This design comes from an exercise in tuning for small area, a short achievable clock period and few clock cycles on the open sky130 flow, not from production work. Only simulation tests tie the RTL to the original design; equivalence was not proved. The clock port is modelled as an ideal driver; clocking choices that lean on that would not hold on a real chip. Power is estimated from default activity; no workload was simulated.

== before ==
==> flow/design.v <==
`timescale 1ns/1ps
module RISC_V(clk, rst, mem_addr, mem_wdata, mem_we, mem_rdata);
    input clk, rst;
    input  [15:0] mem_rdata;
    output [15:0] mem_addr;
    output [15:0] mem_wdata;
    output        mem_we;
    reg  [15:1] fa;         
    reg  [15:0] ir;         
    reg  [7:0]  sa, sb;     
    reg         iv;         
    reg         mem;        
    reg  [15:0] ea;         
    reg  [2:0]  mrd;        
    reg         mst;        
    reg  [15:0] rf [0:7];
    integer k;
    wire [15:0] w      = mem_rdata;
    wire        w_jump = ~mem & (w[14:12] == 3'b100);
    wire        w_pt   = ~mem & (w[14:12] == 3'b011) & w[15];   
    wire [15:1] inc    = w_jump ? {{4{w[15]}}, w[11:1]} :
                         w_pt   ? {{12{w[15]}}, w[9], w[2:1]} : {14'd0, ~mem};
    wire [15:1] fnext  = fa + inc;
    wire [2:0] op  = ir[14:12];
    wire [2:0] f3  = ir[2:0];
    wire       exv = iv & ~mem;
    wire is_r  = (op == 3'b000);
    wire is_l  = (op == 3'b001);
    wire is_s  = (op == 3'b010);
    wire is_b  = (op == 3'b011);
    wire is_i  = (op == 3'b101);
    reg [15:0] a, b;
    always @(*) begin
        a = 16'd0;
        b = 16'd0;
        for (k = 0; k < 8; k = k + 1) begin
            a = a | ({16{sa[k]}} & rf[k]);
            b = b | ({16{sb[k]}} & rf[k]);
        end
    end
    wire [15:0] immI = {{10{ir[15]}}, ir[8:6], ir[2:0]};
    wire [15:0] immS = {{10{ir[15]}}, ir[5:0]};
    wire        sub  = is_b | (is_r & ~f3[2] & (f3[1] | f3[0]));
    wire [15:0] op2  = (is_r | is_b) ? (sub ? ~b : b) : (is_s ? immS : immI);
    wire [15:0] sum  = a + op2 + {15'd0, sub};
    wire        lt   = (a[15] ^ b[15]) ? a[15] : sum[15];
    wire        eq   = (a == b);
    reg [15:0] res;
    always @(*) begin
        if (is_r & (f3 == 3'b111))      res = a & b;
        else if (is_r & (f3 == 3'b110)) res = a | b;
        else if (is_r & (f3 == 3'b010)) res = {15'd0, lt};
        else                            res = sum;
    end
    wire [4:0]  bimm  = {ir[15], ir[15], ir[9], ir[2:1]};         
    wire [4:0]  boff  = ir[15] ? (5'd1 - bimm) : (bimm - 5'd1);
    wire [15:1] alt   = fa + {{10{boff[4]}}, boff};
    wire taken    = ir[11] ? lt : (eq ^ ir[10]);
    wire redirect = exv & is_b & (taken ^ ir[15]);
    wire        ex_we = exv & (is_r | is_i);
    wire        wen   = mem ? ~mst : ex_we;
    wire [2:0]  wa    = mem ? mrd : ir[11:9];
    wire [15:0] wd    = mem ? mem_rdata : res;
    always @(posedge clk)
        if (wen) rf[wa] <= wd;
    always @(posedge clk or posedge rst) begin
        if (rst) begin
            fa  <= 15'd0;
            iv  <= 1'b0;
            mem <= 1'b0;
        end else begin
            mem <= exv & (is_l | is_s);
            fa <= ({15{redirect}} & alt) | ({15{~redirect}} & fnext);
            if (~mem)
                iv <= ~redirect;
        end
    end
    wire keep_b = mem | (exv & is_s);
    always @(posedge clk) begin
        if (~mem)
            ir <= w;
        for (k = 0; k < 8; k = k + 1) begin
            sa[k] <= mem ? (ir[5:3] == k) : (w[5:3] == k);
            sb[k] <= keep_b ? (ir[8:6] == k) : (w[8:6] == k);
        end
        ea  <= sum;
        mrd <= ir[11:9];
        mst <= is_s;
    end
    assign mem_addr  = mem ? ea : {fa, 1'b0};
    assign mem_wdata = b;
    assign mem_we    = mem & mst;
endmodule
clock: 8.0 ns
lec_check: 0
abc_area: 1
cap_margin: 20
core_margin: 2
core_utilization: 40
setup_slack_margin: 4.3
slew_margin: 20
standard.sh (not shown) runs the stock make flow with config.mk's settings and CLKGATE_MAP_FILE= SYNTH_SCRIPT=/design/flow/synth_recipe.tcl, a recipe that flattens the netlist after the stock synthesis.
==> flow/flow/run.sh <==
#!/bin/bash
# The standard layout (standard.sh) with three changes:
# - synthesis leaves adders to ABC instead of mapping them onto the
#   library's full/half-adder cells (ADDER_MAP_FILE empty); the registers
#   are the standard synthesis's;
# - plain buffers on the ports (buffer_ports otherwise picks delay cells);
# - after the post-CTS timing repair, a downsizing pass that keeps the setup slack at or above SETUP_SLACK_MARGIN.
# Full tool output goes to standard.log.
set -e
export FLOW_FLOW_DIR=$PWD/flow
export ADDER_MAP_FILE=
export BUFFER_PORTS_ARGS="-buffer_cell sky130_fd_sc_hd__buf_1"
export POST_CTS_TCL=$FLOW_FLOW_DIR/post_cts.tcl
bash standard.sh > standard.log 2>&1
Other scripts of this flow, unchanged in this note and not shown: flow/flow/area_recover.tcl, flow/flow/post_cts.tcl
Testbench counts of before, summed over its fixed seeds: cycles 40,390.
[inputs] after vs before
-- flow/design.v --
<<< before, line 17
    integer k;
    wire [15:0] w      = mem_rdata;
    wire        w_jump = ~mem & (w[14:12] == 3'b100);
    wire        w_pt   = ~mem & (w[14:12] == 3'b011) & w[15];   
    wire [15:1] inc    = w_jump ? {{4{w[15]}}, w[11:1]} :
                         w_pt   ? {{12{w[15]}}, w[9], w[2:1]} : {14'd0, ~mem};
    wire [15:1] fnext  = fa + inc;
    wire [2:0] op  = ir[14:12];
>>> after, line 17
    integer k;
    wire [15:0] w      = mem_rdata;
    wire        w_jump = (w[14:12] == 3'b100);
    wire        w_pt   = (w[14:12] == 3'b011) & w[15];   
    wire [15:1] inc    = w_jump ? {{4{w[15]}}, w[11:1]} :
                         w_pt   ? {{12{w[15]}}, w[9], w[2:1]} : 15'd1;
    wire [15:1] fnext  = fa + inc;
    wire [2:0] op  = ir[14:12];
<<< before, line 71
        end else begin
            mem <= exv & (is_l | is_s);
            fa <= ({15{redirect}} & alt) | ({15{~redirect}} & fnext);
            if (~mem)
                iv <= ~redirect;
        end
    end
>>> after, line 71
        end else begin
            mem <= exv & (is_l | is_s);
            if (~mem) begin
                fa <= ({15{redirect}} & alt) | ({15{~redirect}} & fnext);
                iv <= ~redirect;
            end
        end
    end
==> summary.txt <==
- | sequential power | before vs after | ≈ equal |
- Compared to before, after has final HPWL from detailed placement 820 um higher.
- The logic gate share of total power of after and that of before are within noise of each other.
- Area of the core deteriorates in after relative to before.
- The higher mean number of vias per cell came out of after.
- Largest fanout on the critical path (higher): after
- Compared with before, in after combinational gate power now larger, clock-buffer cell count has decreased, critical path arrival shows an increase of 0.09 ns, wire length of the first global-routing pass up about 4%.
- On leakage power figure, the higher figure sits with after, not before.
Testbench counts of after, summed over its fixed seeds: cycles 40,390.

==> afterwards: timing with drivers on the ports <==
Ports are ideal in the flow. The routed layouts listed here were re-timed in OpenROAD.
Step 1 assumes that a clkbuf_16 drives the clock port and a buf_2 every other input.
Step 2 moves the port delays by t, midway between the first and last clock arrival at a register: inputs arrive t later, outputs are due t later. That takes back most of the time a late clock gives input paths.
Three values: ideal ports, drivers, drivers and shift; two values: the first two.
run | t (ns) | slack for setup (ns) | worst slew at a driven data input, ns
before | 0.483 | 4.493 / 4.445 / 4.074 | 0.03
after | 0.492 | 4.402 / 4.354 / 3.987 | 0.04
After both steps every run listed still meets setup and hold. For before, which loses most, drivers alone change the setup slack by -0.048 ns; drivers and shift together by -0.419 ns.
